Source: an optimization exercise on an open RTL-to-GDS flow (aim: small area and a short achievable clock period). Production flows keep margins and buffers that such runs may drop.
RTL that was checked went through simulation tests only; none was proved equivalent to the original.
The RTL of runs 2 and 3 was laid out without a check of its function.
Power and IR drop assume default switching activity.

==> flow/design.v <==
`timescale 1ns / 1ps
module LabFPGA2 #(
	parameter int WIDTH = 24,
	parameter int DIVIDER = 40
)(
	input		logic					clk_i,
										rst_i,
										en_reg_i,
										sw_reg_b_i,
										slct_op_i,
										slct_byte_i,
										slct_sb_i,
	input		logic	[3:0]			cntrl_alu_i,
	input		logic	[3:0]			op_i,
	output	logic	[3:0]			flag_o,
	output	logic	[41:0]		display_o,
	output	logic	[1:0]			counter_slct_op_o,
										counter_slct_byte_o,
	output 	logic					sb_op_o
);
	logic [23:0] reg_a, reg_b;
	logic [1:0]  counter_slct_byte, counter_slct_op;
	logic        sb_op, en_slct_sb, en_slct_byte;
	assign counter_slct_op_o   = counter_slct_op;
	assign counter_slct_byte_o = counter_slct_byte;
	assign sb_op_o             = sb_op;
	logic [3:0] btn_n;
	logic [5:0] db_cnt [4];
	logic [3:0] pulse;
	assign btn_n = {slct_sb_i, slct_byte_i, slct_op_i, en_reg_i};
	always_ff @(posedge clk_i) begin
		for (int k = 0; k < 4; k++) begin
			if (!rst_i)              db_cnt[k] <= 6'h3f;
			else if (~&db_cnt[k])    db_cnt[k] <= db_cnt[k] - 6'd1;
			else if (!btn_n[k])      db_cnt[k] <= 6'(DIVIDER - 1);
		end
	end
	always_comb for (int k = 0; k < 4; k++) pulse[k] = (db_cnt[k] == 6'(DIVIDER - 1));
	wire en_reg    = pulse[0];
	wire slct_op   = pulse[1];
	wire slct_byte = pulse[2];
	wire slct_sb   = pulse[3];
	always_ff @(posedge clk_i) begin
		if (!rst_i) begin
			counter_slct_byte <= 2'd0;
			en_slct_sb        <= 1'b0;
		end else if (en_slct_byte) begin
			counter_slct_byte <= 2'd0;
		end else if (slct_byte) begin
			en_slct_sb        <= 1'b1;
			counter_slct_byte <= {counter_slct_byte[0], ~counter_slct_byte[1] & ~counter_slct_byte[0]};
		end else begin
			en_slct_sb        <= 1'b0;
		end
	end
	always_ff @(posedge clk_i) begin
		if (!rst_i) begin
			counter_slct_op <= 2'd0;
			en_slct_byte    <= 1'b0;
		end else begin
			en_slct_byte <= slct_op;
			if (slct_op)
				counter_slct_op <= {counter_slct_op[0], ~counter_slct_op[1] & ~counter_slct_op[0]};
		end
	end
	always_ff @(posedge clk_i) begin
		if (!rst_i)          sb_op <= 1'b0;
		else if (en_slct_sb) sb_op <= 1'b0;
		else if (slct_sb)    sb_op <= ~sb_op;
	end
	logic [5:0] nib_sel;
	always_comb begin
		nib_sel[0] = ~counter_slct_byte[1] & ~counter_slct_byte[0] & ~sb_op;
		nib_sel[1] = ~counter_slct_byte[1] & ~counter_slct_byte[0] &  sb_op;
		nib_sel[2] =  counter_slct_byte[0] & ~sb_op;
		nib_sel[3] =  counter_slct_byte[0] &  sb_op;
		nib_sel[4] =  counter_slct_byte[1] & ~sb_op;
		nib_sel[5] =  counter_slct_byte[1] &  sb_op;
	end
	wire we_a  = en_reg & ~counter_slct_op[0];
	wire we_b  = en_reg &  counter_slct_op[0];
	wire ld_br = we_b & sw_reg_b_i;
	logic [24:0] r;
	always_ff @(posedge clk_i) begin
		if (!rst_i) begin
			reg_a <= 24'd0;
			reg_b <= 24'd0;
		end else begin
			for (int n = 0; n < 6; n++) begin
				if (we_a & nib_sel[n])      reg_a[4*n +: 4] <= op_i;
				if (ld_br)                  reg_b[4*n +: 4] <= r[4*n +: 4];
				else if (we_b & nib_sel[n]) reg_b[4*n +: 4] <= op_i;
			end
		end
	end
	logic [23:0] a, b;
	logic [15:0] s;
	logic [24:0] shl, shr, c_add, c_sub, c_inc, c_dec;
	assign a = reg_a;
	assign b = reg_b;
	always_comb for (int k = 0; k < 16; k++) s[k] = (cntrl_alu_i == k);
	alu_dp u_dp (.a(a), .b(b), .c_add(c_add), .c_sub(c_sub), .c_inc(c_inc), .c_dec(c_dec), .shl(shl), .shr(shr));
	logic [3:0] tt;
	always_comb begin
		case (cntrl_alu_i)
			4'd0, 4'd9, 4'd10: tt = 4'b0110;    
			4'd1:              tt = 4'b1001;    
			4'd2, 4'd6:        tt = 4'b1100;    
			4'd3:              tt = 4'b0011;    
			4'd4:              tt = 4'b1000;    
			4'd7:              tt = 4'b0101;    
			4'd8:              tt = 4'b0111;    
			default:           tt = 4'b0000;
		endcase
	end
	logic [23:0] x, y;
	always_comb for (int k = 0; k < 24; k++) x[k] = tt[{a[k], b[k]}];
	assign y = ({24{s[0]}} & c_add[23:0]) | ({24{s[1]}} & c_sub[23:0])
	         | ({24{s[2]}} & c_inc[23:0]) | ({24{s[3]}} & c_dec[23:0]);
	wire r24 = (s[0] & c_add[24]) | (s[1] & ~c_sub[24]) | (s[2] & c_inc[24]) | (s[3] & ~c_dec[24])
	         | s[7] | s[8] | (s[11] & shl[24]);
	wire lt = ~c_sub[24];
	wire bit0x = (s[5] & ((|a) | (|b))) | (s[13] & lt) | (s[14] & ~lt);
	assign r = {r24, (x ^ y) | ({24{s[11]}} & shl[23:0]) | ({24{s[12]}} & shr[23:0]) | {23'd0, bit0x}};
	assign flag_o[0] = (r == 25'd0);
	assign flag_o[1] = r[23];
	assign flag_o[2] = r[24];
	assign flag_o[3] = r[24];
	logic [23:0] display;
	always_comb begin
		case (counter_slct_op)
			2'b00:   display = reg_a;
			2'b01:   display = reg_b;
			default: display = r[23:0];
		endcase
	end
	always_comb begin
		for (int i = 0; i < 6; i++) begin
			case (display[4*i +: 4])
				4'h0: display_o[7*i +: 7] = 7'b100_0000;
				4'h1: display_o[7*i +: 7] = 7'b111_1001;
				4'h2: display_o[7*i +: 7] = 7'b010_0100;
				4'h3: display_o[7*i +: 7] = 7'b011_0000;
				4'h4: display_o[7*i +: 7] = 7'b001_1001;
				4'h5: display_o[7*i +: 7] = 7'b001_0010;
				4'h6: display_o[7*i +: 7] = 7'b000_0010;
				4'h7: display_o[7*i +: 7] = 7'b111_1000;
				4'h8: display_o[7*i +: 7] = 7'b000_0000;
				4'h9: display_o[7*i +: 7] = 7'b001_1000;
				4'ha: display_o[7*i +: 7] = 7'b000_1000;
				4'hb: display_o[7*i +: 7] = 7'b000_0011;
				4'hc: display_o[7*i +: 7] = 7'b100_0110;
				4'hd: display_o[7*i +: 7] = 7'b010_0001;
				4'he: display_o[7*i +: 7] = 7'b000_0110;
				default: display_o[7*i +: 7] = 7'b000_1110;
			endcase
		end
	end
endmodule
module alu_dp (
	input  logic [23:0] a,
	input  logic [23:0] b,
	output logic [24:0] c_add,
	output logic [24:0] c_sub,
	output logic [24:0] c_inc,
	output logic [24:0] c_dec,
	output logic [24:0] shl,
	output logic [24:0] shr
);
	wire ga0 = a[0] & b[0];
	wire ga1 = a[1] & b[1];
	wire ga2 = a[2] & b[2];
	wire ga3 = a[3] & b[3];
	wire ga4 = a[4] & b[4];
	wire ga5 = a[5] & b[5];
	wire ga6 = a[6] & b[6];
	wire ga7 = a[7] & b[7];
	wire ga8 = a[8] & b[8];
	wire ga9 = a[9] & b[9];
	wire ga10 = a[10] & b[10];
	wire ga11 = a[11] & b[11];
	wire ga12 = a[12] & b[12];
	wire ga13 = a[13] & b[13];
	wire ga14 = a[14] & b[14];
	wire ga15 = a[15] & b[15];
	wire ga16 = a[16] & b[16];
	wire ga17 = a[17] & b[17];
	wire ga18 = a[18] & b[18];
	wire ga19 = a[19] & b[19];
	wire ga20 = a[20] & b[20];
	wire ga21 = a[21] & b[21];
	wire ga22 = a[22] & b[22];
	wire ga23 = a[23] & b[23];
	wire pa0 = a[0] ^ b[0];
	wire pa1 = a[1] ^ b[1];
	wire pa2 = a[2] ^ b[2];
	wire pa3 = a[3] ^ b[3];
	wire pa4 = a[4] ^ b[4];
	wire pa5 = a[5] ^ b[5];
	wire pa6 = a[6] ^ b[6];
	wire pa7 = a[7] ^ b[7];
	wire pa8 = a[8] ^ b[8];
	wire pa9 = a[9] ^ b[9];
	wire pa10 = a[10] ^ b[10];
	wire pa11 = a[11] ^ b[11];
	wire pa12 = a[12] ^ b[12];
	wire pa13 = a[13] ^ b[13];
	wire pa14 = a[14] ^ b[14];
	wire pa15 = a[15] ^ b[15];
	wire pa16 = a[16] ^ b[16];
	wire pa17 = a[17] ^ b[17];
	wire pa18 = a[18] ^ b[18];
	wire pa19 = a[19] ^ b[19];
	wire pa20 = a[20] ^ b[20];
	wire pa21 = a[21] ^ b[21];
	wire pa22 = a[22] ^ b[22];
	wire pa23 = a[23] ^ b[23];
	wire t0 = ga1 | (pa1 & ga0);
	wire t1 = pa1 & pa0;
	wire t2 = ga3 | (pa3 & ga2);
	wire t3 = pa3 & pa2;
	wire t4 = ga5 | (pa5 & ga4);
	wire t5 = pa5 & pa4;
	wire t6 = ga7 | (pa7 & ga6);
	wire t7 = pa7 & pa6;
	wire t8 = ga9 | (pa9 & ga8);
	wire t9 = pa9 & pa8;
	wire t10 = ga11 | (pa11 & ga10);
	wire t11 = pa11 & pa10;
	wire t12 = ga13 | (pa13 & ga12);
	wire t13 = pa13 & pa12;
	wire t14 = ga15 | (pa15 & ga14);
	wire t15 = pa15 & pa14;
	wire t16 = ga17 | (pa17 & ga16);
	wire t17 = pa17 & pa16;
	wire t18 = ga19 | (pa19 & ga18);
	wire t19 = pa19 & pa18;
	wire t20 = ga21 | (pa21 & ga20);
	wire t21 = pa21 & pa20;
	wire t22 = ga23 | (pa23 & ga22);
	wire t23 = pa23 & pa22;
	wire t24 = ga2 | (pa2 & t0);
	wire t25 = pa2 & t1;
	wire t26 = t2 | (t3 & t0);
	wire t27 = t3 & t1;
	wire t28 = ga6 | (pa6 & t4);
	wire t29 = pa6 & t5;
	wire t30 = t6 | (t7 & t4);
	wire t31 = t7 & t5;
	wire t32 = ga10 | (pa10 & t8);
	wire t33 = pa10 & t9;
	wire t34 = t10 | (t11 & t8);
	wire t35 = t11 & t9;
	wire t36 = ga14 | (pa14 & t12);
	wire t37 = pa14 & t13;
	wire t38 = t14 | (t15 & t12);
	wire t39 = t15 & t13;
	wire t40 = ga18 | (pa18 & t16);
	wire t41 = pa18 & t17;
	wire t42 = t18 | (t19 & t16);
	wire t43 = t19 & t17;
	wire t44 = ga22 | (pa22 & t20);
	wire t45 = pa22 & t21;
	wire t46 = t22 | (t23 & t20);
	wire t47 = t23 & t21;
	wire t48 = ga4 | (pa4 & t26);
	wire t49 = pa4 & t27;
	wire t50 = t4 | (t5 & t26);
	wire t51 = t5 & t27;
	wire t52 = t28 | (t29 & t26);
	wire t53 = t29 & t27;
	wire t54 = t30 | (t31 & t26);
	wire t55 = t31 & t27;
	wire t56 = ga12 | (pa12 & t34);
	wire t57 = pa12 & t35;
	wire t58 = t12 | (t13 & t34);
	wire t59 = t13 & t35;
	wire t60 = t36 | (t37 & t34);
	wire t61 = t37 & t35;
	wire t62 = t38 | (t39 & t34);
	wire t63 = t39 & t35;
	wire t64 = ga20 | (pa20 & t42);
	wire t65 = pa20 & t43;
	wire t66 = t20 | (t21 & t42);
	wire t67 = t21 & t43;
	wire t68 = t44 | (t45 & t42);
	wire t69 = t45 & t43;
	wire t70 = t46 | (t47 & t42);
	wire t71 = t47 & t43;
	wire t72 = ga8 | (pa8 & t54);
	wire t73 = pa8 & t55;
	wire t74 = t8 | (t9 & t54);
	wire t75 = t9 & t55;
	wire t76 = t32 | (t33 & t54);
	wire t77 = t33 & t55;
	wire t78 = t34 | (t35 & t54);
	wire t79 = t35 & t55;
	wire t80 = t56 | (t57 & t54);
	wire t81 = t57 & t55;
	wire t82 = t58 | (t59 & t54);
	wire t83 = t59 & t55;
	wire t84 = t60 | (t61 & t54);
	wire t85 = t61 & t55;
	wire t86 = t62 | (t63 & t54);
	wire t87 = t63 & t55;
	wire t88 = ga16 | (pa16 & t86);
	wire t89 = pa16 & t87;
	wire t90 = t16 | (t17 & t86);
	wire t91 = t17 & t87;
	wire t92 = t40 | (t41 & t86);
	wire t93 = t41 & t87;
	wire t94 = t42 | (t43 & t86);
	wire t95 = t43 & t87;
	wire t96 = t64 | (t65 & t86);
	wire t97 = t65 & t87;
	wire t98 = t66 | (t67 & t86);
	wire t99 = t67 & t87;
	wire t100 = t68 | (t69 & t86);
	wire t101 = t69 & t87;
	wire t102 = t70 | (t71 & t86);
	wire t103 = t71 & t87;
	wire gs0 = a[0] | ~b[0];
	wire gs1 = a[1] & ~b[1];
	wire gs2 = a[2] & ~b[2];
	wire gs3 = a[3] & ~b[3];
	wire gs4 = a[4] & ~b[4];
	wire gs5 = a[5] & ~b[5];
	wire gs6 = a[6] & ~b[6];
	wire gs7 = a[7] & ~b[7];
	wire gs8 = a[8] & ~b[8];
	wire gs9 = a[9] & ~b[9];
	wire gs10 = a[10] & ~b[10];
	wire gs11 = a[11] & ~b[11];
	wire gs12 = a[12] & ~b[12];
	wire gs13 = a[13] & ~b[13];
	wire gs14 = a[14] & ~b[14];
	wire gs15 = a[15] & ~b[15];
	wire gs16 = a[16] & ~b[16];
	wire gs17 = a[17] & ~b[17];
	wire gs18 = a[18] & ~b[18];
	wire gs19 = a[19] & ~b[19];
	wire gs20 = a[20] & ~b[20];
	wire gs21 = a[21] & ~b[21];
	wire gs22 = a[22] & ~b[22];
	wire gs23 = a[23] & ~b[23];
	wire ps0 = ~pa0;
	wire ps1 = ~pa1;
	wire ps2 = ~pa2;
	wire ps3 = ~pa3;
	wire ps4 = ~pa4;
	wire ps5 = ~pa5;
	wire ps6 = ~pa6;
	wire ps7 = ~pa7;
	wire ps8 = ~pa8;
	wire ps9 = ~pa9;
	wire ps10 = ~pa10;
	wire ps11 = ~pa11;
	wire ps12 = ~pa12;
	wire ps13 = ~pa13;
	wire ps14 = ~pa14;
	wire ps15 = ~pa15;
	wire ps16 = ~pa16;
	wire ps17 = ~pa17;
	wire ps18 = ~pa18;
	wire ps19 = ~pa19;
	wire ps20 = ~pa20;
	wire ps21 = ~pa21;
	wire ps22 = ~pa22;
	wire ps23 = ~pa23;
	wire t104 = gs1 | (ps1 & gs0);
	wire t105 = ps1 & ps0;
	wire t106 = gs3 | (ps3 & gs2);
	wire t107 = ps3 & ps2;
	wire t108 = gs5 | (ps5 & gs4);
	wire t109 = ps5 & ps4;
	wire t110 = gs7 | (ps7 & gs6);
	wire t111 = ps7 & ps6;
	wire t112 = gs9 | (ps9 & gs8);
	wire t113 = ps9 & ps8;
	wire t114 = gs11 | (ps11 & gs10);
	wire t115 = ps11 & ps10;
	wire t116 = gs13 | (ps13 & gs12);
	wire t117 = ps13 & ps12;
	wire t118 = gs15 | (ps15 & gs14);
	wire t119 = ps15 & ps14;
	wire t120 = gs17 | (ps17 & gs16);
	wire t121 = ps17 & ps16;
	wire t122 = gs19 | (ps19 & gs18);
	wire t123 = ps19 & ps18;
	wire t124 = gs21 | (ps21 & gs20);
	wire t125 = ps21 & ps20;
	wire t126 = gs23 | (ps23 & gs22);
	wire t127 = ps23 & ps22;
	wire t128 = gs2 | (ps2 & t104);
	wire t129 = ps2 & t105;
	wire t130 = t106 | (t107 & t104);
	wire t131 = t107 & t105;
	wire t132 = gs6 | (ps6 & t108);
	wire t133 = ps6 & t109;
	wire t134 = t110 | (t111 & t108);
	wire t135 = t111 & t109;
	wire t136 = gs10 | (ps10 & t112);
	wire t137 = ps10 & t113;
	wire t138 = t114 | (t115 & t112);
	wire t139 = t115 & t113;
	wire t140 = gs14 | (ps14 & t116);
	wire t141 = ps14 & t117;
	wire t142 = t118 | (t119 & t116);
	wire t143 = t119 & t117;
	wire t144 = gs18 | (ps18 & t120);
	wire t145 = ps18 & t121;
	wire t146 = t122 | (t123 & t120);
	wire t147 = t123 & t121;
	wire t148 = gs22 | (ps22 & t124);
	wire t149 = ps22 & t125;
	wire t150 = t126 | (t127 & t124);
	wire t151 = t127 & t125;
	wire t152 = gs4 | (ps4 & t130);
	wire t153 = ps4 & t131;
	wire t154 = t108 | (t109 & t130);
	wire t155 = t109 & t131;
	wire t156 = t132 | (t133 & t130);
	wire t157 = t133 & t131;
	wire t158 = t134 | (t135 & t130);
	wire t159 = t135 & t131;
	wire t160 = gs12 | (ps12 & t138);
	wire t161 = ps12 & t139;
	wire t162 = t116 | (t117 & t138);
	wire t163 = t117 & t139;
	wire t164 = t140 | (t141 & t138);
	wire t165 = t141 & t139;
	wire t166 = t142 | (t143 & t138);
	wire t167 = t143 & t139;
	wire t168 = gs20 | (ps20 & t146);
	wire t169 = ps20 & t147;
	wire t170 = t124 | (t125 & t146);
	wire t171 = t125 & t147;
	wire t172 = t148 | (t149 & t146);
	wire t173 = t149 & t147;
	wire t174 = t150 | (t151 & t146);
	wire t175 = t151 & t147;
	wire t176 = gs8 | (ps8 & t158);
	wire t177 = ps8 & t159;
	wire t178 = t112 | (t113 & t158);
	wire t179 = t113 & t159;
	wire t180 = t136 | (t137 & t158);
	wire t181 = t137 & t159;
	wire t182 = t138 | (t139 & t158);
	wire t183 = t139 & t159;
	wire t184 = t160 | (t161 & t158);
	wire t185 = t161 & t159;
	wire t186 = t162 | (t163 & t158);
	wire t187 = t163 & t159;
	wire t188 = t164 | (t165 & t158);
	wire t189 = t165 & t159;
	wire t190 = t166 | (t167 & t158);
	wire t191 = t167 & t159;
	wire t192 = gs16 | (ps16 & t190);
	wire t193 = ps16 & t191;
	wire t194 = t120 | (t121 & t190);
	wire t195 = t121 & t191;
	wire t196 = t144 | (t145 & t190);
	wire t197 = t145 & t191;
	wire t198 = t146 | (t147 & t190);
	wire t199 = t147 & t191;
	wire t200 = t168 | (t169 & t190);
	wire t201 = t169 & t191;
	wire t202 = t170 | (t171 & t190);
	wire t203 = t171 & t191;
	wire t204 = t172 | (t173 & t190);
	wire t205 = t173 & t191;
	wire t206 = t174 | (t175 & t190);
	wire t207 = t175 & t191;
	wire t208 = a[1] & a[0];
	wire t209 = a[3] & a[2];
	wire t210 = a[5] & a[4];
	wire t211 = a[7] & a[6];
	wire t212 = a[9] & a[8];
	wire t213 = a[11] & a[10];
	wire t214 = a[13] & a[12];
	wire t215 = a[15] & a[14];
	wire t216 = a[17] & a[16];
	wire t217 = a[19] & a[18];
	wire t218 = a[21] & a[20];
	wire t219 = a[23] & a[22];
	wire t220 = a[2] & t208;
	wire t221 = t209 & t208;
	wire t222 = a[6] & t210;
	wire t223 = t211 & t210;
	wire t224 = a[10] & t212;
	wire t225 = t213 & t212;
	wire t226 = a[14] & t214;
	wire t227 = t215 & t214;
	wire t228 = a[18] & t216;
	wire t229 = t217 & t216;
	wire t230 = a[22] & t218;
	wire t231 = t219 & t218;
	wire t232 = a[4] & t221;
	wire t233 = t210 & t221;
	wire t234 = t222 & t221;
	wire t235 = t223 & t221;
	wire t236 = a[12] & t225;
	wire t237 = t214 & t225;
	wire t238 = t226 & t225;
	wire t239 = t227 & t225;
	wire t240 = a[20] & t229;
	wire t241 = t218 & t229;
	wire t242 = t230 & t229;
	wire t243 = t231 & t229;
	wire t244 = a[8] & t235;
	wire t245 = t212 & t235;
	wire t246 = t224 & t235;
	wire t247 = t225 & t235;
	wire t248 = t236 & t235;
	wire t249 = t237 & t235;
	wire t250 = t238 & t235;
	wire t251 = t239 & t235;
	wire t252 = a[16] & t251;
	wire t253 = t216 & t251;
	wire t254 = t228 & t251;
	wire t255 = t229 & t251;
	wire t256 = t240 & t251;
	wire t257 = t241 & t251;
	wire t258 = t242 & t251;
	wire t259 = t243 & t251;
	wire t260 = ~a[1] & ~a[0];
	wire t261 = ~a[3] & ~a[2];
	wire t262 = ~a[5] & ~a[4];
	wire t263 = ~a[7] & ~a[6];
	wire t264 = ~a[9] & ~a[8];
	wire t265 = ~a[11] & ~a[10];
	wire t266 = ~a[13] & ~a[12];
	wire t267 = ~a[15] & ~a[14];
	wire t268 = ~a[17] & ~a[16];
	wire t269 = ~a[19] & ~a[18];
	wire t270 = ~a[21] & ~a[20];
	wire t271 = ~a[23] & ~a[22];
	wire t272 = ~a[2] & t260;
	wire t273 = t261 & t260;
	wire t274 = ~a[6] & t262;
	wire t275 = t263 & t262;
	wire t276 = ~a[10] & t264;
	wire t277 = t265 & t264;
	wire t278 = ~a[14] & t266;
	wire t279 = t267 & t266;
	wire t280 = ~a[18] & t268;
	wire t281 = t269 & t268;
	wire t282 = ~a[22] & t270;
	wire t283 = t271 & t270;
	wire t284 = ~a[4] & t273;
	wire t285 = t262 & t273;
	wire t286 = t274 & t273;
	wire t287 = t275 & t273;
	wire t288 = ~a[12] & t277;
	wire t289 = t266 & t277;
	wire t290 = t278 & t277;
	wire t291 = t279 & t277;
	wire t292 = ~a[20] & t281;
	wire t293 = t270 & t281;
	wire t294 = t282 & t281;
	wire t295 = t283 & t281;
	wire t296 = ~a[8] & t287;
	wire t297 = t264 & t287;
	wire t298 = t276 & t287;
	wire t299 = t277 & t287;
	wire t300 = t288 & t287;
	wire t301 = t289 & t287;
	wire t302 = t290 & t287;
	wire t303 = t291 & t287;
	wire t304 = ~a[16] & t303;
	wire t305 = t268 & t303;
	wire t306 = t280 & t303;
	wire t307 = t281 & t303;
	wire t308 = t292 & t303;
	wire t309 = t293 & t303;
	wire t310 = t294 & t303;
	wire t311 = t295 & t303;
	assign c_add = {t102, t100, t98, t96, t94, t92, t90, t88, t86, t84, t82, t80, t78, t76, t74, t72, t54, t52, t50, t48, t26, t24, t0, ga0, 1'b0};
	assign c_sub = {t206, t204, t202, t200, t198, t196, t194, t192, t190, t188, t186, t184, t182, t180, t178, t176, t158, t156, t154, t152, t130, t128, t104, gs0, 1'b1};
	assign c_inc = {t259, t258, t257, t256, t255, t254, t253, t252, t251, t250, t249, t248, t247, t246, t245, t244, t235, t234, t233, t232, t221, t220, t208, a[0], 1'b1};
	assign c_dec = ~{t311, t310, t309, t308, t307, t306, t305, t304, t303, t302, t301, t300, t299, t298, t297, t296, t287, t286, t285, t284, t273, t272, t260, ~a[0], 1'b1};
	wire big = |b[23:5];
	assign shl = big ? 25'd0 : ({1'b0, a} << b[4:0]);
	assign shr = big ? 25'd0 : ({1'b0, a} >> b[4:0]);
endmodule
==> flow/flow/run.sh <==
#!/bin/bash
# Own layout flow: the standard ORFS flow (standard.sh) with
#  - the standard synthesis script (synth_recipe.tcl), but ABC's mapping run with
#    flow/abc_area.script and no full/half-adder cell extraction;
#  - port buffers of type buf_2;
#  - extra ORFS settings from flow/knobs.txt (one VAR=value per line).
# The make output goes to flow_make.log; ORFS keeps each step's log under orfs/logs.
set -euo pipefail
W=$(pwd)
cat > "$W/my_synth.tcl" <<EOT
proc abc {args} {
  set i [lsearch -exact \$args -script]
  if {\$i >= 0} { set args [lreplace \$args [expr {\$i+1}] [expr {\$i+1}] $W/flow/abc_area.script] }
  yosys abc {*}\$args
}
source $W/synth_recipe.tcl
EOT
KNOBS=()
while IFS= read -r line; do
  [[ -z "$line" || "$line" == \#* ]] && continue
  KNOBS+=("$line")
done < "$W/flow/knobs.txt"
bash "$W/standard.sh" \
  "SYNTH_SCRIPT=$W/my_synth.tcl" \
  "ADDER_MAP_FILE=" \
  "BUFFER_PORTS_ARGS=-buffer_cell sky130_fd_sc_hd__buf_2" \
  "${KNOBS[@]}" \
  finish > "$W/flow_make.log" 2>&1
==> flow/flow/abc_area.script <==
strash
&get -n
&st
&dch -f
&nf -R 1000 -p
&put
mfs2
strash
&get -n
&dch -f
&nf -R 1000 -p
&put
topo
stime -c
buffer -c
upsize -c
dnsize -c
==> flow/flow/knobs.txt <==
ABC_AREA=1
SETUP_SLACK_MARGIN=4
==> flow/standard.sh <==
#!/bin/bash
# synth_recipe.tcl (not shown) runs the flow's synth.tcl, then flattens the netlist and writes it again
# the make line also repeats each setting of config.mk as NAME=value (left out here)
make -C /OpenROAD-flow-scripts/flow DESIGN_CONFIG=/design/flow/config.mk WORK_HOME=/design/flow/orfs CLKGATE_MAP_FILE= SYNTH_SCRIPT=/design/flow/synth_recipe.tcl "${@:-finish}"
==> flow/config.mk <==
export PLATFORM = sky130hd
export DESIGN_NAME = LabFPGA2
export DESIGN_NICKNAME = LabFPGA2
export VERILOG_FILES = /design/flow/design.v
export SDC_FILE = /design/flow/constraint.sdc
export NUM_CORES = 4
export LEC_CHECK = 0
export CAP_MARGIN = 20
export CORE_MARGIN = 2
export CORE_UTILIZATION = 40
export SLEW_MARGIN = 20
export SYNTH_HIERARCHICAL = 1
==> flow/constraint.sdc <==
create_clock -name core_clock -period 12.0 [get_ports {clk_i}]
set_input_delay 2.4000 -clock core_clock [delete_from_list [all_inputs] [get_ports {clk_i}]]
set_output_delay 2.4000 -clock core_clock [all_outputs]
set_load 0.01 [all_outputs]
==> run summary, run 1 <==
- The count of vias placed by the detailed router is 12.3k.
- In this run the remaining antenna-violating nets after routing total 0.
- For this design the static power due to leakage is 4.78 nW.
- TritonCTS created 9 clock buffers.
- Setup repair after global routing could not meet its margin everywhere.
- The number of rows in the core area is 59.
- The total count of hold-check failures in the final report is 0.
- The initial antenna violation count is 0.
- For this block, the initial DRC count from the detailed router was 1691.
- The setup path with the least slack is of type reg2out.
- The relative contribution of the clock network to total power is 22.6%.
- The endpoint type of the worst setup path is an output pin.
- At the worst endpoint, the required time is 9.60 ns.
- In the global route stage, met2 resource usage came out at 42.3%.
- In this run the horizontal extent of the chip is 166 um.
- The clock drives 79 sinks.
- The cell with the biggest individual delay on the critical path is a222oi_1.
- On the final layout, the worst hold slack is 0.426 ns.
- The number of cells on the worst reg-to-reg path is 17.
- For the final routed database, the setup TNS stands at 0 ns.
- The routed via count divided by cell count is 6.34.
- The effective utilization at floorplan is 40.5%.
- The switching fraction of total power is 43.1%.
- The area growth from synthesis to layout is 9.36%.
- A synthesized cell averages 6.37 um2.
- The number of nets at the end of the flow is 1624.
- The critical-path maximum fanout is 6.
- For met1 alone, demand over resource in global routing was 36.7%.
- The insertion delay of the later-clocked pin in the worst-skew pair is 0.35 ns.
- The number of max-cap violations is 0.
- The fraction of layout cells with a size suffix above 1 is 16.7%.
- Global routing used 27.2% of the available tracks across all layers.
- The H-tree was split into 3 levels.
- The number of port buffers is 65.
- The mapped netlist covers 0.0105 mm2.
- The share of total power dissipated in combinational logic is 49.8%.
- Between clock sinks in the finished design, the worst skew comes to 0.00997 ns.
- After detailed routing, the average wire length per cell comes to 20.4 um.
- The power density over the cells is 107 mW/mm2.
- Wires add up to 39700 um.
- The height of the die is 166 um.
- The worst-case IR drop observed on VDD is 0.114 mV.
- The clock transition at the registers of the reported paths is 0.07 ns.
- Entering global routing, the biggest net connects 79 pins.
- In the synthesized netlist, the number of instances is 1643.
- 66 I/O pins were placed.
- The final clock period utilization by the worst path is 66.8%.
- The count of placed standard cells including taps is 1893.
- In this run the most used layer during global routing was met2.
- For this run, design rule violations remaining after detail routing come to 0.
- Static timing analysis puts the maximum clock frequency at 125 MHz.
- The number of hold buffers added after CTS was 0.
- Subtracting the final worst setup slack from the clock period gives 8.02 ns.
- For flop-to-flop paths, the worst setup slack is 7.15 ns.
- The placer's final routability congestion estimate is 1.01.
- The worst register-to-register path begins at reg_a[2].
- The first detailed-routing pass took 9 iterations.
- The buffer type at the clock tree root is clkbuf_16.
- In the layout the commonest cells are nor2_1, nand2_1, o21ai_0, a21oi_1, dfxtp_1.
- The count of synthesis-stage warnings from yosys is 8.
- The worst hold path depth is 1.
- The non-filler instance count after layout is 1949.
- The register share of total power is 27.6%.
- The maximum buffer depth of the clock tree is 2.
- The flow ran to the end and the layout has no timing, DRC or antenna violations.
- The floorplan die area is 0.0275 mm2.
- Global routing consumed, on the met3 layer, 4.00% of the routing resources.
- Setup violations remaining at the end of the flow were counted as 0.
- The TritonCTS clock tree is done.
- The type of the most critical hold path is reg2reg.
- The total internal power is 693 uW.
- On the worst path, the slowest cell contributes a delay of 0.38 ns.
- Cells fill 44.3% of the core in the end.
- The first global-routing pass estimated 61000 um of wire.
- STA classifies the critical path startpoint as a flip-flop.
- The via count of the first global-routing pass is 11.0k.
- For the pin with the worst max-slew slack, the measured transition is 0.883 ns.
- The count of final max-slew check failures came to 0.
- The switching power total is 526 uW.
- The finished cells cover 0.0114 mm2.
- After detailed placement, the total cell area comes to 0.0104 mm2.
- The worst slew margin relative to its limit is 41.0%.
- The capture endpoint of the worst hold path is sb_op.
- The worst register-to-register path ends at reg_b[21].
- The worst min-delay path startpoint is en_slct_sb.
- Summed over all nets, the half-perimeter wirelength after detailed placement is 27600 um.
- The library cell used most frequently in the layout, excluding fill and tap cells, is nor2_1.
- The total overflow left after global routing is 0.
- The number of filler instances in the final layout is 2766.
- The critical path data arrival time is 5.62 ns.
- The number of antenna diodes in the final layout is 0.
- The core region is 0.0258 mm2.
## final cells by class
class	instances	area (um2)	share of cell area [%]
multi-input cells	1357	8090	70.6
flip-flops and latches	79	1600	13.9
repair buffers	129	911	7.96
well taps	335	419	3.66
clock buffers	9	225	1.97
inverters	33	135	1.18
clock inverters	7	72.6	0.634
## routing by layer
layer	vias up	share of wire [%]	routed length, um
met3	136	10	4120
met2	718	43	17200
li1	5808	-	-
met1	5685	41	16200
met4	0	5.4	2150
met5	-	0	0
## flip-flops by register name, summed over array words and instances (netlist names)
signal             cells
counter_slct_op        2
db_cnt                24
sb_op                  1
en_slct_byte           1
en_slct_sb             1
reg_a                 24
reg_b                 24
counter_slct_byte      2
## per-stage QoR
stage	power [mW]	setup slack (ns)
after global placement	0.868	3.50
final	1.22	3.98
after global routing	1.30	3.81
after detailed placement	0.874	3.40
after CTS	1.17	3.95
after floorplan	0.736	4.59
## worst max-delay path by stage
stage / from / end / slack, ns / cells past startpoint
after floorplan: reg_a[2] / display_o[31] / 4.59 / 19
after global placement: reg_b[1] / display_o[36] / 3.50 / 27
after detailed placement: reg_b[1] / display_o[2] / 3.40 / 29
after CTS: reg_a[0] / display_o[36] / 3.95 / 28
after global routing: reg_a[0] / display_o[36] / 3.81 / 28
final: reg_a[0] / display_o[36] / 3.98 / 28
## timing repair
| item | in CTS | in global routing |
|---|---|---|
| gates cloned | 2 | 0 |
| gates resized for setup | 30 | 66 |
| setup buffers | 11 | 27 |
| endpoints found under the setup margin | 44 | 40 |
| pin swaps | 4 | 25 |
## critical path: cells and delay by family, from the launching register on
family | cells | cell delay (ns)
AND/OR/NAND/NOR | 18 | 3.12
AO/OA/AOI/OAI | 6 | 1.22
flip-flops | 1 | 0.37
buffers and inverters | 3 | 0.34
XOR/XNOR | 1 | 0.19
## power by group through the flow
stage | registers, mW | clock network [mW] | logic (mW)
floorplan | 0.332 | 0 | 0.404
global placement | 0.344 | 0 | 0.523
detailed placement | 0.345 | 0 | 0.529
CTS | 0.340 | 0.280 | 0.545
global route | 0.345 | 0.290 | 0.665
finish | 0.337 | 0.275 | 0.607
==> run 2: changes to the inputs <==
--- a/flow/design.v
+++ b/flow/design.v
@@ -99,74 +99,6 @@
 	assign a = reg_a;
 	assign b = reg_b;
 	always_comb for (int k = 0; k < 16; k++) s[k] = (cntrl_alu_i == k);
-	alu_dp u_dp (.a(a), .b(b), .c_add(c_add), .c_sub(c_sub), .c_inc(c_inc), .c_dec(c_dec), .shl(shl), .shr(shr));
-	logic [3:0] tt;
-	always_comb begin
-		case (cntrl_alu_i)
-			4'd0, 4'd9, 4'd10: tt = 4'b0110;    
-			4'd1:              tt = 4'b1001;    
-			4'd2, 4'd6:        tt = 4'b1100;    
-			4'd3:              tt = 4'b0011;    
-			4'd4:              tt = 4'b1000;    
-			4'd7:              tt = 4'b0101;    
-			4'd8:              tt = 4'b0111;    
-			default:           tt = 4'b0000;
-		endcase
-	end
-	logic [23:0] x, y;
-	always_comb for (int k = 0; k < 24; k++) x[k] = tt[{a[k], b[k]}];
-	assign y = ({24{s[0]}} & c_add[23:0]) | ({24{s[1]}} & c_sub[23:0])
-	         | ({24{s[2]}} & c_inc[23:0]) | ({24{s[3]}} & c_dec[23:0]);
-	wire r24 = (s[0] & c_add[24]) | (s[1] & ~c_sub[24]) | (s[2] & c_inc[24]) | (s[3] & ~c_dec[24])
-	         | s[7] | s[8] | (s[11] & shl[24]);
-	wire lt = ~c_sub[24];
-	wire bit0x = (s[5] & ((|a) | (|b))) | (s[13] & lt) | (s[14] & ~lt);
-	assign r = {r24, (x ^ y) | ({24{s[11]}} & shl[23:0]) | ({24{s[12]}} & shr[23:0]) | {23'd0, bit0x}};
-	assign flag_o[0] = (r == 25'd0);
-	assign flag_o[1] = r[23];
-	assign flag_o[2] = r[24];
-	assign flag_o[3] = r[24];
-	logic [23:0] display;
-	always_comb begin
-		case (counter_slct_op)
-			2'b00:   display = reg_a;
-			2'b01:   display = reg_b;
-			default: display = r[23:0];
-		endcase
-	end
-	always_comb begin
-		for (int i = 0; i < 6; i++) begin
-			case (display[4*i +: 4])
-				4'h0: display_o[7*i +: 7] = 7'b100_0000;
-				4'h1: display_o[7*i +: 7] = 7'b111_1001;
-				4'h2: display_o[7*i +: 7] = 7'b010_0100;
-				4'h3: display_o[7*i +: 7] = 7'b011_0000;
-				4'h4: display_o[7*i +: 7] = 7'b001_1001;
-				4'h5: display_o[7*i +: 7] = 7'b001_0010;
-				4'h6: display_o[7*i +: 7] = 7'b000_0010;
-				4'h7: display_o[7*i +: 7] = 7'b111_1000;
-				4'h8: display_o[7*i +: 7] = 7'b000_0000;
-				4'h9: display_o[7*i +: 7] = 7'b001_1000;
-				4'ha: display_o[7*i +: 7] = 7'b000_1000;
-				4'hb: display_o[7*i +: 7] = 7'b000_0011;
-				4'hc: display_o[7*i +: 7] = 7'b100_0110;
-				4'hd: display_o[7*i +: 7] = 7'b010_0001;
-				4'he: display_o[7*i +: 7] = 7'b000_0110;
-				default: display_o[7*i +: 7] = 7'b000_1110;
-			endcase
-		end
-	end
-endmodule
-module alu_dp (
-	input  logic [23:0] a,
-	input  logic [23:0] b,
-	output logic [24:0] c_add,
-	output logic [24:0] c_sub,
-	output logic [24:0] c_inc,
-	output logic [24:0] c_dec,
-	output logic [24:0] shl,
-	output logic [24:0] shr
-);
 	wire ga0 = a[0] & b[0];
 	wire ga1 = a[1] & b[1];
 	wire ga2 = a[2] & b[2];
@@ -582,4 +514,60 @@
 	wire big = |b[23:5];
 	assign shl = big ? 25'd0 : ({1'b0, a} << b[4:0]);
 	assign shr = big ? 25'd0 : ({1'b0, a} >> b[4:0]);
+	logic [3:0] tt;
+	always_comb begin
+		case (cntrl_alu_i)
+			4'd0, 4'd9, 4'd10: tt = 4'b0110;    
+			4'd1:              tt = 4'b1001;    
+			4'd2, 4'd6:        tt = 4'b1100;    
+			4'd3:              tt = 4'b0011;    
+			4'd4:              tt = 4'b1000;    
+			4'd7:              tt = 4'b0101;    
+			4'd8:              tt = 4'b0111;    
+			default:           tt = 4'b0000;
+		endcase
+	end
+	logic [23:0] x, y;
+	always_comb for (int k = 0; k < 24; k++) x[k] = tt[{a[k], b[k]}];
+	assign y = ({24{s[0]}} & c_add[23:0]) | ({24{s[1]}} & c_sub[23:0])
+	         | ({24{s[2]}} & c_inc[23:0]) | ({24{s[3]}} & c_dec[23:0]);
+	wire r24 = (s[0] & c_add[24]) | (s[1] & ~c_sub[24]) | (s[2] & c_inc[24]) | (s[3] & ~c_dec[24])
+	         | s[7] | s[8] | (s[11] & shl[24]);
+	wire lt = ~c_sub[24];
+	wire bit0x = (s[5] & ((|a) | (|b))) | (s[13] & lt) | (s[14] & ~lt);
+	assign r = {r24, (x ^ y) | ({24{s[11]}} & shl[23:0]) | ({24{s[12]}} & shr[23:0]) | {23'd0, bit0x}};
+	assign flag_o[0] = (r == 25'd0);
+	assign flag_o[1] = r[23];
+	assign flag_o[2] = r[24];
+	assign flag_o[3] = r[24];
+	logic [23:0] display;
+	always_comb begin
+		case (counter_slct_op)
+			2'b00:   display = reg_a;
+			2'b01:   display = reg_b;
+			default: display = r[23:0];
+		endcase
+	end
+	always_comb begin
+		for (int i = 0; i < 6; i++) begin
+			case (display[4*i +: 4])
+				4'h0: display_o[7*i +: 7] = 7'b100_0000;
+				4'h1: display_o[7*i +: 7] = 7'b111_1001;
+				4'h2: display_o[7*i +: 7] = 7'b010_0100;
+				4'h3: display_o[7*i +: 7] = 7'b011_0000;
+				4'h4: display_o[7*i +: 7] = 7'b001_1001;
+				4'h5: display_o[7*i +: 7] = 7'b001_0010;
+				4'h6: display_o[7*i +: 7] = 7'b000_0010;
+				4'h7: display_o[7*i +: 7] = 7'b111_1000;
+				4'h8: display_o[7*i +: 7] = 7'b000_0000;
+				4'h9: display_o[7*i +: 7] = 7'b001_1000;
+				4'ha: display_o[7*i +: 7] = 7'b000_1000;
+				4'hb: display_o[7*i +: 7] = 7'b000_0011;
+				4'hc: display_o[7*i +: 7] = 7'b100_0110;
+				4'hd: display_o[7*i +: 7] = 7'b010_0001;
+				4'he: display_o[7*i +: 7] = 7'b000_0110;
+				default: display_o[7*i +: 7] = 7'b000_1110;
+			endcase
+		end
+	end
 endmodule
--- a/flow/config.mk
+++ b/flow/config.mk
@@ -9,4 +9,3 @@
 export CORE_MARGIN = 2
 export CORE_UTILIZATION = 40
 export SLEW_MARGIN = 20
-export SYNTH_HIERARCHICAL = 1
==> run summary, run 2 <==
- The insertion delay of the later-clocked pin in the worst-skew pair came to 0.34 ns (was 0.35 ns).
- The share of synthesized area in the top cell type comes to 16.8%.
- The detailed placement HPWL is 28800 um (was 27600 um).
- The final clock period utilization by the worst path came to 71.3% (was 66.8%).
- After Yosys synthesis, and, or, nand and nor cells account for 32.9% of the synthesized area.
- Among all flip-flop cells after synthesis, the most frequent one is dfxtp_1.
- The upper clock frequency limit is 117 MHz (was 125 MHz).
- The startpoint of the lowest-slack register-to-register path is reg_b[0] (was reg_a[2]).
- The post-synthesis adder-cell area fraction is 0.560%.
- The share of flip-flops with an asynchronous set or reset after synthesis is 0%.
- The wire length per cell is 21.5 um (was 20.4 um).
- The post-detailed-routing wire length came to 40100 um (was 39700 um).
- The final setup violation count is 0 (unchanged).
- The area added between synthesis and finish is 21.8% (was 9.36%).
- Commonest cells after routing, fill and taps aside: nand2_1, nor2_1, o21ai_0 (was nor2_1, nand2_1, o21ai_0, a21oi_1, dfxtp_1).
- The largest area contributor in the netlist is dfxtp_1.
- The wire length of the first global-routing pass is 60200 um (was 61000 um).
- The cell leakage power is 4.35 nW (was 4.78 nW).
- The number of max-cap violations was 0 (unchanged).
- The number of nets at the end of the flow is 1559 (was 1624).
- The cell with the biggest individual delay on the critical path is or4_4 (was a222oi_1).
- The signal on the critical path passes through buf_12 > and2_4 > o21ai_4 > o211ai_1 > buf_6 > a21oi_2 > o22ai_1 > a31oi_1 > xnor2_1 > o21ai_1 > a31oi_1 > nand3_1 > or4_4 > nor4bb_4 > and3_4 > nand4_1 > nor4_1 > nand3_1 > nor4_4 > buf_2.
- The path type of the worst setup path is in2out (was reg2out).
- The maximum ir drop on the vdd rail is 0.0785 mV (was 0.114 mV).
- The clock transition at the registers of the reported paths came to 0.07 ns (about the same).
- The buffer type at the clock tree root is clkbuf_16 (unchanged).
- The initial antenna violation count is 0 (unchanged).
- The largest stage delay on the critical path is 0.44 ns (was 0.38 ns).
- The total iterations of the first detailed-routing run came to 7 (was 9).
- The required time at the worst-slack endpoint is 9.60 ns (about the same).
- The count of inserted antenna diode cells is 0 (unchanged).
- The length of routed wiring on met1 is 16300 um (was 16200 um).
- The minimum clock period is 8.55 ns (was 8.02 ns).
- The maximum number of pins on one net before global-route repair is 94 (was 79).
- The category of the worst setup path launch point is a primary input (was flip-flop).
- The maximum buffer depth of the clock tree is 2 (unchanged).
- The worst min-delay path startpoint is en_slct_sb (unchanged).
- Result of the run: complete, no violations (unchanged).
- Summing the areas of all xor and xnor instances in the mapped netlist gives 3.36% of the synthesized area.
- The commonest non-fill, non-tap cell in the layout is nand2_1 (was nor2_1).
- The main combinational cell family by area after synthesis is compound AO/OA/AOI/OAI gates.
- The core footprint came to 0.0233 mm2 (was 0.0258 mm2).
- The total DRC errors in the routed layout is 0 (unchanged).
- The effective utilization at floorplan came to 40.4% (was 40.5%).
- Counting flops and latches in the post-synthesis netlist gives 79.
- The H-tree depth was 3 (unchanged).
- The critical path data arrival time is 6.15 ns (was 5.62 ns).
- The power consumption is 1.15 mW (was 1.22 mW).
- The placer's final routability congestion estimate is 1.03 (was 1.01).
- The critical-path maximum fanout is 6 (unchanged).
- The count of final max-slew check failures is 0 (unchanged).
- For this run, the register share of the synthesized area comes to 16.8%.
- The total met2 wirelength after detailed routing is 17500 um (was 17200 um).
- After synthesis, the cell types taking the most area are dfxtp_1, nand2_1, o21ai_0.
- The floorplan die area was 0.0247 mm2 (was 0.0275 mm2).
- The remaining number of nets flagged by the antenna check after routing is 0 (unchanged).
- In the synthesized netlist, the cells that appear most often are nand2_1, nor2_1, o21ai_0.
- Setup repair after global routing missed its margin: true (unchanged).
- The number of top-level pins was 66 (unchanged).
- The final setup TNS was 0 ns (unchanged).
- The synthesized instance count is 1506 (was 1643).
- The fraction of layout cells with a size suffix above 1 came to 20.5% (was 16.7%).
- The number of DRC markers in iteration 0 is 1640 (was 1691).
- The number of different library cells in the post-synthesis netlist is 77.
- The overall track demand over capacity in global routing came to 31.4% (was 27.2%).
- The synthesized area divided by synthesized cell count was 6.23 um2 (was 6.37 um2).
- The height of the die is 157 um (was 166 um).
- The number of rows in the core area is 56 (was 59).
- The uppermost metal layer occupied by signal nets is met5 (was met4).
- Registers with the most flip-flops: db_cnt x24, reg_a x24, reg_b x24 (unchanged).
- The hold slack was 0.420 ns (was 0.426 ns).
- The met3 wire length was 4710 um (was 4120 um).
- The placed instance area is 0.00987 mm2 (was 0.0104 mm2).
- The count of clock tree sinks is 79 (unchanged).
- The number of port buffers is 65 (unchanged).
- In this run, synthesis inferred 0 flip-flops with an integrated enable.
- The multiplexer fraction of the synthesized cell area is 4.32%.
- The count of synthesis-stage warnings from yosys came to 2 (was 8).
- The remaining global-route overflow is 0 (unchanged).
- The post-synth design cell area was 0.00939 mm2 (was 0.0105 mm2).
- The type of the most critical hold path is reg2reg (unchanged).
- The TritonCTS clock tree was done (unchanged).
- The area of all placed cells without fillers is 0.0114 mm2 (about the same).
- The dominant cell by count in the synthesized netlist is nand2_1.
- The beginning of the critical path is cntrl_alu_i[1] (was reg_a[0]).
- The power density over the cells is 100 mW/mm2 (was 107 mW/mm2).
- The worst slew margin relative to its limit is 28.3% (was 41.0%).
- The post-cts hold buffer count is 0 (unchanged).
- The total count of hold-check failures in the final report came to 0 (unchanged).
- The CTS buffer count is 9 (unchanged).
- The count of vias placed by the detailed router is 12.0k (was 12.3k).
- Summing the areas of all compound-gate instances in the mapped netlist gives 35.5% of the synthesized area.
- The endpoint type of the worst setup path was an output pin (unchanged).
- The transition at the pin with the smallest max-transition slack was 1.07 ns (was 0.883 ns).
- The routed via count divided by cell count is 6.42 (was 6.34).
- The horizontal die dimension is 157 um (was 166 um).
- The via count of the first global-routing pass is 10.5k (was 11.0k).
- The clock tree skew after final layout is 0.0108 ns (was 0.00997 ns).
==> run 2: final timing paths <==
kind               end  slack, ns  cells past startpoint
max          flag_o[0]       3.45                     20
min              sb_op       0.42                      1
max reg2reg  reg_b[23]       6.75                     22
min reg2reg      sb_op       0.42                      1
==> run 2: power breakdown <==
part	leakage, nW	switching [mW]	total, mW	internal, mW
Clock	0.170	0.123	0.330	0.207
Combinational	3.54	0.281	0.476	0.195
Sequential	0.644	0.0466	0.342	0.295
==> run 2: area by class of cell <==
type,count,area [um2]
fill,2419,11800
multi-input combinational,1271,7830
sequential,79,1590
timing repair buffer,149,1130
tap,319,399
clock buffer,9,225
clock inverter,7,129
inverter,34,129
==> run 2: logic make-up (layout without fill, tap and decap cells) <==
logic type / count (synthesis) / in the layout
compound gates: 537 / 537
xor+xnor: 36 / 36
fa+ha+maj: 5 / 5
buf+inv: 156 / 199
flops: 79 / 79
mux: 30 / 30
simple gates: 663 / 663
==> run 2: critical path, delay by kind of cell <==
kind | cells | cell delay (ns)
buffers and inverters | 3 | 0.42
XOR/XNOR | 1 | 0.19
AND/OR/NAND/NOR | 9 | 2.01
AO/OA/AOI/OAI | 7 | 1.13
==> run 2: repair_timing <==
item / CTS / global route
pin swaps: 33 / 49
resized for setup: 63 / 112
endpoints found under the setup margin: 43 / 42
gates cloned: 1 / 2
setup buffers: 33 / 28
==> run 2: through the flow <==
stage / std cells / util, % / setup slack (ns)
2_1_floorplan: 1506 / - / 3.99
5_1_grt: 1868 / 49.1 / 3.30
6_report: 1868 / 49.1 / 3.45
3_5_place_dp: 1788 / 42.4 / 3.12
3_3_place_gp: 1788 / 42.4 / 3.19
4_1_cts: 1838 / 46.0 / 3.54
==> run 2: routing by layer <==
layer	vias up	track usage, %
met5	-	0
met1	5535	43.4
li1	5550	-
met3	122	5.51
met4	2	11.8
met2	775	48.6
==> run 3: changes to the inputs <==
--- a/flow/design.v
+++ b/flow/design.v
@@ -26,16 +26,20 @@
 	assign sb_op_o             = sb_op;
 	logic [3:0] btn_n;
 	logic [5:0] db_cnt [4];
-	logic [3:0] pulse;
+	logic [3:0] pulse, idle, last;
 	assign btn_n = {slct_sb_i, slct_byte_i, slct_op_i, en_reg_i};
 	always_ff @(posedge clk_i) begin
 		for (int k = 0; k < 4; k++) begin
-			if (!rst_i)              db_cnt[k] <= 6'h3f;
-			else if (~&db_cnt[k])    db_cnt[k] <= db_cnt[k] - 6'd1;
-			else if (!btn_n[k])      db_cnt[k] <= 6'(DIVIDER - 1);
+			if (!rst_i || last[k])               db_cnt[k] <= 6'd0;
+			else if (idle[k])                    db_cnt[k] <= btn_n[k] ? 6'd0 : 6'd24;
+			else db_cnt[k] <= {db_cnt[k][4:0], db_cnt[k][5] ^ db_cnt[k][4]};
 		end
 	end
-	always_comb for (int k = 0; k < 4; k++) pulse[k] = (db_cnt[k] == 6'(DIVIDER - 1));
+	always_comb for (int k = 0; k < 4; k++) begin
+		idle[k]  = ~|db_cnt[k][3:0];
+		pulse[k] = ~db_cnt[k][0] & ~db_cnt[k][1] & ~db_cnt[k][2] & db_cnt[k][4];
+		last[k]  = ~db_cnt[k][1] & db_cnt[k][2] & db_cnt[k][3] & ~db_cnt[k][4] & ~db_cnt[k][5];
+	end
 	wire en_reg    = pulse[0];
 	wire slct_op   = pulse[1];
 	wire slct_byte = pulse[2];
@@ -99,6 +103,74 @@
 	assign a = reg_a;
 	assign b = reg_b;
 	always_comb for (int k = 0; k < 16; k++) s[k] = (cntrl_alu_i == k);
+	alu_dp u_dp (.a(a), .b(b), .c_add(c_add), .c_sub(c_sub), .c_inc(c_inc), .c_dec(c_dec), .shl(shl), .shr(shr));
+	logic [3:0] tt;
+	always_comb begin
+		case (cntrl_alu_i)
+			4'd0, 4'd9, 4'd10: tt = 4'b0110;    
+			4'd1:              tt = 4'b1001;    
+			4'd2, 4'd6:        tt = 4'b1100;    
+			4'd3:              tt = 4'b0011;    
+			4'd4:              tt = 4'b1000;    
+			4'd7:              tt = 4'b0101;    
+			4'd8:              tt = 4'b0111;    
+			default:           tt = 4'b0000;
+		endcase
+	end
+	logic [23:0] x, y;
+	always_comb for (int k = 0; k < 24; k++) x[k] = tt[{a[k], b[k]}];
+	assign y = ({24{s[0]}} & c_add[23:0]) | ({24{s[1]}} & c_sub[23:0])
+	         | ({24{s[2]}} & c_inc[23:0]) | ({24{s[3]}} & c_dec[23:0]);
+	wire r24 = (s[0] & c_add[24]) | (s[1] & ~c_sub[24]) | (s[2] & c_inc[24]) | (s[3] & ~c_dec[24])
+	         | s[7] | s[8] | (s[11] & shl[24]);
+	wire lt = ~c_sub[24];
+	wire bit0x = (s[5] & ((|a) | (|b))) | (s[13] & lt) | (s[14] & ~lt);
+	assign r = {r24, (x ^ y) | ({24{s[11]}} & shl[23:0]) | ({24{s[12]}} & shr[23:0]) | {23'd0, bit0x}};
+	assign flag_o[0] = (r == 25'd0);
+	assign flag_o[1] = r[23];
+	assign flag_o[2] = r[24];
+	assign flag_o[3] = r[24];
+	logic [23:0] display;
+	always_comb begin
+		case (counter_slct_op)
+			2'b00:   display = reg_a;
+			2'b01:   display = reg_b;
+			default: display = r[23:0];
+		endcase
+	end
+	always_comb begin
+		for (int i = 0; i < 6; i++) begin
+			case (display[4*i +: 4])
+				4'h0: display_o[7*i +: 7] = 7'b100_0000;
+				4'h1: display_o[7*i +: 7] = 7'b111_1001;
+				4'h2: display_o[7*i +: 7] = 7'b010_0100;
+				4'h3: display_o[7*i +: 7] = 7'b011_0000;
+				4'h4: display_o[7*i +: 7] = 7'b001_1001;
+				4'h5: display_o[7*i +: 7] = 7'b001_0010;
+				4'h6: display_o[7*i +: 7] = 7'b000_0010;
+				4'h7: display_o[7*i +: 7] = 7'b111_1000;
+				4'h8: display_o[7*i +: 7] = 7'b000_0000;
+				4'h9: display_o[7*i +: 7] = 7'b001_1000;
+				4'ha: display_o[7*i +: 7] = 7'b000_1000;
+				4'hb: display_o[7*i +: 7] = 7'b000_0011;
+				4'hc: display_o[7*i +: 7] = 7'b100_0110;
+				4'hd: display_o[7*i +: 7] = 7'b010_0001;
+				4'he: display_o[7*i +: 7] = 7'b000_0110;
+				default: display_o[7*i +: 7] = 7'b000_1110;
+			endcase
+		end
+	end
+endmodule
+module alu_dp (
+	input  logic [23:0] a,
+	input  logic [23:0] b,
+	output logic [24:0] c_add,
+	output logic [24:0] c_sub,
+	output logic [24:0] c_inc,
+	output logic [24:0] c_dec,
+	output logic [24:0] shl,
+	output logic [24:0] shr
+);
 	wire ga0 = a[0] & b[0];
 	wire ga1 = a[1] & b[1];
 	wire ga2 = a[2] & b[2];
@@ -514,60 +586,4 @@
 	wire big = |b[23:5];
 	assign shl = big ? 25'd0 : ({1'b0, a} << b[4:0]);
 	assign shr = big ? 25'd0 : ({1'b0, a} >> b[4:0]);
-	logic [3:0] tt;
-	always_comb begin
-		case (cntrl_alu_i)
-			4'd0, 4'd9, 4'd10: tt = 4'b0110;    
-			4'd1:              tt = 4'b1001;    
-			4'd2, 4'd6:        tt = 4'b1100;    
-			4'd3:              tt = 4'b0011;    
-			4'd4:              tt = 4'b1000;    
-			4'd7:              tt = 4'b0101;    
-			4'd8:              tt = 4'b0111;    
-			default:           tt = 4'b0000;
-		endcase
-	end
-	logic [23:0] x, y;
-	always_comb for (int k = 0; k < 24; k++) x[k] = tt[{a[k], b[k]}];
-	assign y = ({24{s[0]}} & c_add[23:0]) | ({24{s[1]}} & c_sub[23:0])
-	         | ({24{s[2]}} & c_inc[23:0]) | ({24{s[3]}} & c_dec[23:0]);
-	wire r24 = (s[0] & c_add[24]) | (s[1] & ~c_sub[24]) | (s[2] & c_inc[24]) | (s[3] & ~c_dec[24])
-	         | s[7] | s[8] | (s[11] & shl[24]);
-	wire lt = ~c_sub[24];
-	wire bit0x = (s[5] & ((|a) | (|b))) | (s[13] & lt) | (s[14] & ~lt);
-	assign r = {r24, (x ^ y) | ({24{s[11]}} & shl[23:0]) | ({24{s[12]}} & shr[23:0]) | {23'd0, bit0x}};
-	assign flag_o[0] = (r == 25'd0);
-	assign flag_o[1] = r[23];
-	assign flag_o[2] = r[24];
-	assign flag_o[3] = r[24];
-	logic [23:0] display;
-	always_comb begin
-		case (counter_slct_op)
-			2'b00:   display = reg_a;
-			2'b01:   display = reg_b;
-			default: display = r[23:0];
-		endcase
-	end
-	always_comb begin
-		for (int i = 0; i < 6; i++) begin
-			case (display[4*i +: 4])
-				4'h0: display_o[7*i +: 7] = 7'b100_0000;
-				4'h1: display_o[7*i +: 7] = 7'b111_1001;
-				4'h2: display_o[7*i +: 7] = 7'b010_0100;
-				4'h3: display_o[7*i +: 7] = 7'b011_0000;
-				4'h4: display_o[7*i +: 7] = 7'b001_1001;
-				4'h5: display_o[7*i +: 7] = 7'b001_0010;
-				4'h6: display_o[7*i +: 7] = 7'b000_0010;
-				4'h7: display_o[7*i +: 7] = 7'b111_1000;
-				4'h8: display_o[7*i +: 7] = 7'b000_0000;
-				4'h9: display_o[7*i +: 7] = 7'b001_1000;
-				4'ha: display_o[7*i +: 7] = 7'b000_1000;
-				4'hb: display_o[7*i +: 7] = 7'b000_0011;
-				4'hc: display_o[7*i +: 7] = 7'b100_0110;
-				4'hd: display_o[7*i +: 7] = 7'b010_0001;
-				4'he: display_o[7*i +: 7] = 7'b000_0110;
-				default: display_o[7*i +: 7] = 7'b000_1110;
-			endcase
-		end
-	end
 endmodule
==> flow/flow/knobs.txt (replaced) <==
ABC_AREA=1
SETUP_SLACK_MARGIN=5
--- a/flow/config.mk
+++ b/flow/config.mk
@@ -9,3 +9,4 @@
 export CORE_MARGIN = 2
 export CORE_UTILIZATION = 40
 export SLEW_MARGIN = 20
+export SYNTH_HIERARCHICAL = 1
==> run summary, run 3 <==
- The required time at the worst-slack endpoint is 9.60 ns (about the same).
- The via count of the first global-routing pass is 10.7k (was 10.5k).
- The post-synth design cell area is 0.0101 mm2 (was 0.00939 mm2).
- Result of the run: complete, no violations (unchanged).
- The power share of the combinational group came to 55.8% (was 41.5%).
- The floorplan die area came to 0.0265 mm2 (was 0.0247 mm2).
- The post-detailed-routing wire length is 40500 um (was 40100 um).
- The post-cts hold buffer count is 0 (unchanged).
- The clock tree skew after final layout was 0.00979 ns (was 0.0108 ns).
- The number of top-level pins is 66 (unchanged).
- The height of the die was 163 um (was 157 um).
- The number of DRC markers in iteration 0 was 1610 (was 1640).
- The transition at the pin with the smallest max-transition slack is 1.09 ns (was 1.07 ns).
- The total DRC errors in the routed layout is 0 (unchanged).
- The count of synthesis-stage warnings from yosys was 8 (was 2).
- The area of all placed cells without fillers is 0.0119 mm2 (was 0.0114 mm2).
- The remaining number of nets flagged by the antenna check after routing is 0 (unchanged).
- The insertion delay of the later-clocked pin in the worst-skew pair was 0.35 ns (was 0.34 ns).
- The number of nets at the end of the flow is 1515 (was 1559).
- The register share of total power came to 23.0% (was 29.8%).
- The initial antenna violation count is 0 (unchanged).
- The overall track demand over capacity in global routing came to 29.4% (was 31.4%).
- The TritonCTS clock tree was done (unchanged).
- The synthesized instance count came to 1502 (was 1506).
- The power consumption is 1.30 mW (was 1.15 mW).
- The final setup TNS is 0 ns (unchanged).
- The maximum buffer depth of the clock tree is 2 (unchanged).
- The number of max-cap violations is 0 (unchanged).
- The maximum ir drop on the vdd rail is 0.0903 mV (was 0.0785 mV).
- The total count of hold-check failures in the final report is 0 (unchanged).
- The non-filler instance count after layout was 1835 (was 1868).
- The wire length of the first global-routing pass is 61000 um (was 60200 um).
- The number of cells on the worst reg-to-reg path came to 20 (was 22).
- The relative contribution of the clock network to total power came to 21.2% (was 28.7%).
- The final clock period utilization by the worst path is 68.5% (was 71.3%).
- The switching fraction of total power is 43.1% (was 39.2%).
- The capture point of the worst reg-to-reg path was reg_b[23] (unchanged).
- The critical-path maximum fanout is 4 (was 6).
- The area added between synthesis and finish is 18.3% (was 21.8%).
- The footprint of the flip-flops and latches is 0.00160 mm2 (was 0.00159 mm2).
- The count of final max-slew check failures is 0 (unchanged).
- The switching power total is 562 uW (was 450 uW).
- The count of placed standard cells including taps came to 1747 (was 1788).
- The placer's final routability congestion estimate was 0.987 (was 1.03).
- The capture endpoint of the worst hold path is sb_op (unchanged).
- The core footprint is 0.0250 mm2 (was 0.0233 mm2).
- The worst min-delay path startpoint was en_slct_sb (unchanged).
- The maximum number of pins on one net before global-route repair is 70 (was 94).
- Setup repair after global routing missed its margin: true (unchanged).
- The critical path data arrival time is 5.82 ns (was 6.15 ns).
- The detailed placement HPWL is 27000 um (was 28800 um).
- Commonest cells after routing, fill and taps aside: nand2_1, nor2_1, a21oi_1 (was nand2_1, nor2_1, o21ai_0).
- The category of the worst setup path launch point is a flip-flop (was primary input).
- The count of vias placed by the detailed router is 11.9k (was 12.0k).
- The count of inserted antenna diode cells is 0 (unchanged).
- The clock transition at the registers of the reported paths came to 0.06 ns (was 0.07 ns).
- The synthesized area divided by synthesized cell count is 6.71 um2 (was 6.23 um2).
- The H-tree depth was 3 (unchanged).
- The upper clock frequency limit is 122 MHz (was 117 MHz).
- The CTS buffer count is 9 (unchanged).
- The routed via count divided by cell count is 6.46 (was 6.42).
- The type of the most critical hold path is reg2reg (unchanged).
- The worst hold path depth was 1 (unchanged).
- The fraction of layout cells with a size suffix above 1 is 24.5% (was 20.5%).
- The number of filler instances in the final layout is 2550 (was 2419).
- The worst-case register-to-register setup slack is 7.05 ns (was 6.75 ns).
- The number of port buffers is 65 (unchanged).
- The worst slew margin relative to its limit is 27.6% (was 28.3%).
- The final setup violation count is 0 (unchanged).
- The buffer type at the clock tree root is clkbuf_16 (unchanged).
- The final standard cell utilization of the core is 47.8% (was 49.1%).
- The wire length per cell is 22.0 um (was 21.5 um).
- The horizontal die dimension came to 163 um (was 157 um).
- Registers with the most flip-flops: db_cnt x24, reg_a x24, reg_b x24 (unchanged).
- The remaining global-route overflow is 0 (unchanged).
- The effective utilization at floorplan is 40.4% (about the same).
- The startpoint of the lowest-slack register-to-register path is reg_a[2] (was reg_b[0]).
- The placed instance area is 0.0103 mm2 (was 0.00987 mm2).
- The commonest non-fill, non-tap cell in the layout is nand2_1 (unchanged).
- The total area of multi-input combinational cells came to 0.00828 mm2 (was 0.00783 mm2).
- The number of rows in the core area is 58 (was 56).
- The path type of the worst setup path is reg2out (was in2out).
- The total iterations of the first detailed-routing run is 9 (was 7).
- The cell leakage power came to 4.83 nW (was 4.35 nW).
- The count of clock tree sinks came to 79 (unchanged).
- The endpoint type of the worst setup path is an output pin (unchanged).
- The power density over the cells is 109 mW/mm2 (was 100 mW/mm2).
- The total internal power came to 741 uW (was 697 uW).
- The minimum clock period came to 8.22 ns (was 8.55 ns).
run 3: area by class of cell:
| type | count | area share, % |
|---|---|---|
| Multi-Input combinational cell | 1220 | 69.4 |
| Inverter | 32 | 1.26 |
| Clock inverter | 5 | 0.493 |
| Tap cell | 330 | 3.46 |
| Sequential cell | 79 | 13.4 |
| Timing Repair Buffer | 158 | 10.0 |
| Clock buffer | 11 | 1.95 |
run 3: what timing repair did:
| item | in CTS | in global routing |
|---|---|---|
| setup endpoints to repair | 46 | 46 |
| pin swaps | 20 | 9 |
| gates resized for setup | 103 | 37 |
| gates cloned | 4 | 1 |
| setup buffers | 52 | 15 |
run 3: worst max-delay path: stages (launching register included):
cell and delay (ns):
dfxtp_4 0.37, or3_4 0.40, or2_4 0.25, or3_4 0.34
or2_4 0.24, or3_4 0.36, or3_4 0.34, or3_4 0.34
or3_4 0.36, nor2_4 0.14, nand3_4 0.10, or3_1 0.32
a22o_1 0.25, a221oi_4 0.26, a21oi_1 0.13, o21ai_1 0.15
nand2b_4 0.18, o221ai_4 0.12, or2b_1 0.25, nand2_2 0.08
a32o_2 0.25, o22ai_2 0.09, buf_2 0.15
run 3: worst max path at each step:
stage               cells past startpoint      from            end  slack (ns)
global route                           24  reg_a[2]  display_o[36]        3.61
finish                                 22  reg_a[2]  display_o[36]        3.78
floorplan                              21  reg_a[2]  display_o[36]        4.55
CTS                                    22  reg_a[2]  display_o[36]        3.90
detailed placement                     30  reg_b[1]   display_o[4]        2.95
global placement                       30  reg_b[1]   display_o[4]        3.03
run 3: power by group through the flow:
stage	Clock (mW)	Sequential, mW	Combinational (mW)
finish	0.277	0.299	0.727
global route	0.292	0.300	0.775
CTS	0.280	0.298	0.671
detailed placement	0	0.307	0.574
global placement	0	0.307	0.571
floorplan	0	0.293	0.472
run 3: routing by layer:
| metal | share of wire [%] | track usage [%] | vias to the layer above | wire [um] |
|---|---|---|---|---|
| met5 | 0 | 0 | - | 0 |
| li1 | - | - | 5373 | - |
| met4 | 4.3 | 10.9 | 0 | 1730 |
| met3 | 12 | 6.75 | 147 | 4900 |
| met1 | 40 | 39.7 | 5535 | 16000 |
| met2 | 44 | 45.5 | 804 | 17800 |
run 3: through the flow:
stage | hold WS [ns] | worst slack, ns
floorplan | 0.392 | 4.55
global placement | 0.405 | 3.03
detailed placement | 0.403 | 2.95
CTS | 0.415 | 3.90
global route | 0.433 | 3.61
finish | 0.413 | 3.78

==> afterwards: timing with drivers on the ports <==
How much do the figures lean on ideal ports? The routed layouts below were timed once more, with nothing changed but the port constraints.
Step 1, drivers: a clkbuf_16 drives clk_i and a buf_2 each remaining input, both assumed.
Step 2 times the ports against the registers' clock, not the clock port: input delays grow and output delays shrink by t, the midpoint of the rising clock arrivals with the driver on.
Slacks: ideal ports / drivers / drivers and shift; pairs: ideal ports / drivers.
run	shift t [ns]	setup slack, ns	latest minus earliest clock arrival (ns)
run 1	0.377	3.983 / 3.947 / 4.120	0.010 / 0.010
run 2	0.379	3.447 / 3.372 / 3.372	0.011 / 0.011
run 3	0.379	3.776 / 3.737 / 4.075	0.010 / 0.010
After both steps setup and hold are still met in every run listed. For run 2, which loses most, drivers alone change the setup slack by -0.075 ns; drivers and shift together by -0.075 ns.
